Context: an optimization exercise on an open-source flow, tuned for small area. The choices shown serve that exercise and are no tape-out recipe. Only simulation tests tie the RTL to the original design; equivalence was not proved.

// pong
module pong(
  input   logic   CLK_DRV,
  input   logic   FPGA_RESET,
  input   logic   COIN_SW,
  input   logic   SW1A, SW1B,
  input   logic   PAD1_OUT, PAD2_OUT,
  output  logic   PAD_TRG_N,
  output  logic   CSYNC, VIDEO, SCORE,
  output  logic   SOUND
);
Size: about 670 cells after synthesis, ~12 I/O pins.
export LEC_CHECK = 0
export CAP_MARGIN = 20
export CORE_MARGIN = 2
export CORE_UTILIZATION = 40
export CTS_BUF_LIST = sky130_fd_sc_hd__clkbuf_4
export CTS_CLUSTER_DIAMETER = 100
export CTS_CLUSTER_SIZE = 30
export SLEW_MARGIN = 20
create_clock -name core_clock -period 20.0 [get_ports {CLK_DRV}]
run.sh (not shown) runs the stock make flow with config.mk's settings and CLKGATE_MAP_FILE= SYNTH_SCRIPT=/design/flow/synth_recipe.tcl, a recipe that flattens the netlist after the stock synthesis.
Rerun with:
==> flow/flow/run.sh (new file) <==
#!/bin/bash
# Standard layout with three changes: combinational cells are sized down to
# their smallest drive after placement (flow/downsize.tcl), the clock tree is built of
# clkbuf_4 without dummy loads, and the port buffers are buf_1.
set -euo pipefail
export POST_RESIZE_TCL="$PWD/flow/downsize.tcl"
export CTS_ARGS="-sink_clustering_enable -repair_clock_nets -buf_list sky130_fd_sc_hd__clkbuf_4 -sink_clustering_size 30 -sink_clustering_max_diameter 100 -dont_use_dummy_load"
export BUFFER_PORTS_ARGS="-buffer_cell sky130_fd_sc_hd__buf_1"
bash standard.sh > standard.log 2>&1
==> flow/flow/downsize.tcl (new file) <==
# Hook run after the placement resizer (POST_RESIZE_TCL). The clock period
# leaves a lot of setup slack, so every combinational cell that synthesis
# mapped at a drive strength above the smallest is swapped for the smallest
# cell of the same function, then slew and capacitance are repaired again
# and timing is recovered where needed.
set n 0
foreach inst [get_cells *] {
  set master [get_property $inst ref_name]
  if { ![regexp {^(sky130_fd_sc_hd__[a-z0-9]+)_([0-9]+)$} $master -> base drive] } { continue }
  if { [regexp {df|dl|clk|tap|fill|decap|conb|diode} $base] } { continue }
  if { $drive <= 1 } { continue }
  foreach d {0 1} {
    if { $d >= $drive } { break }
    set cand [get_lib_cells -quiet */${base}_$d]
    if { [llength $cand] == 0 } { continue }
    if { [lsearch -exact $::env(DONT_USE_CELLS) ${base}_$d] >= 0 } { continue }
    replace_cell $inst [lindex $cand 0]
    incr n
    break
  }
}
puts "downsize: replaced $n cells"
log_cmd estimate_parasitics -placement
log_cmd repair_design -cap_margin 20 -slew_margin 20
log_cmd repair_timing -setup -setup_margin 0
report_design_area
==> flow/standard.sh (new file) <==
#!/bin/bash
# synth_recipe.tcl (not shown) runs the flow's synth.tcl, then flattens the netlist and writes it again
# the make line also repeats each setting of config.mk as NAME=value (left out here)
make -C /OpenROAD-flow-scripts/flow DESIGN_CONFIG=/design/flow/config.mk WORK_HOME=/design/flow/orfs CLKGATE_MAP_FILE= SYNTH_SCRIPT=/design/flow/synth_recipe.tcl "${@:-finish}"
- ABC_AREA: unset -> 1
- CTS_BUF_LIST: sky130_fd_sc_hd__clkbuf_4 -> unset
- CTS_CLUSTER_DIAMETER: 100 -> unset
- CTS_CLUSTER_SIZE: 30 -> unset
removed: flow/run.sh
The changed run went through all stages and came out clean. Routed wire length drops by 3.7%. Clock-buffer cell count drops by 2. Sequential share of layout area climbs by 3.7 points. Via count drops by 1.1%. Die area drops by 4.0%. Cell area drops by 8.9%. Synthesized cell count climbs by 13%. Final cell count climbs by 9.3%.
Rerun with:
==> flow/flow/run.sh (replaced) <==
#!/bin/bash
# Standard layout with four changes: the combinational logic is re-mapped for
# area before global placement (flow/restructure.tcl), combinational cells
# are sized down to their smallest drive after placement (flow/downsize.tcl),
# the clock tree is built of clkbuf_4 without dummy loads, and the port
# buffers are buf_1.
set -euo pipefail
export PRE_GLOBAL_PLACE_TCL="$PWD/flow/restructure.tcl"
export POST_RESIZE_TCL="$PWD/flow/downsize.tcl"
export CTS_ARGS="-sink_clustering_enable -repair_clock_nets -buf_list sky130_fd_sc_hd__clkbuf_4 -sink_clustering_size 30 -sink_clustering_max_diameter 100 -dont_use_dummy_load"
export BUFFER_PORTS_ARGS="-buffer_cell sky130_fd_sc_hd__buf_1"
bash standard.sh > standard.log 2>&1
==> flow/flow/restructure.tcl (new file) <==
# Hook run at the start of global placement, before the ports are buffered
# (PRE_GLOBAL_PLACE_TCL): re-map the combinational logic between the
# registers and ports for area with OpenROAD's restructure (ABC). Registers
# are not touched.
set_dont_use $::env(DONT_USE_CELLS)
set rmp_dir $::env(RESULTS_DIR)/rmp
file mkdir $rmp_dir
set tielo [join $::env(TIELO_CELL_AND_PORT) /]
set tiehi [join $::env(TIEHI_CELL_AND_PORT) /]
report_design_area
log_cmd restructure -target area -liberty_file [lindex $::env(LIB_FILES) 0] \
  -tielo_port $tielo -tiehi_port $tiehi -work_dir $rmp_dir -abc_logfile $rmp_dir/abc.log
report_design_area
After rerunning: The new run died in 3_3_place_gp. Area after synthesis does not change. Synthesized cell count stays the same.

-- static timing again, ports no longer ideal --
How much do the figures lean on ideal ports? The routed layouts below were timed once more, with nothing changed but the port constraints.
Step 1 assumes that a clkbuf_16 drives the clock port and a buf_2 every other input.
Step 2 times the ports against the registers' clock, not the clock port: input delays grow and output delays shrink by t, the midpoint of the rising clock arrivals with the driver on.
a / b / c = ideal ports / drivers / drivers and shift; a / b = the first two.
run	t (ns)	setup WS [ns]	latest minus earliest clock arrival (ns)
the first run	0.558	6.757 / 6.737 / 6.737	0.021 / 0.021
the second run	0.562	7.693 / 7.673 / 7.673	0.025 / 0.025
After both steps every run listed still meets setup and hold.
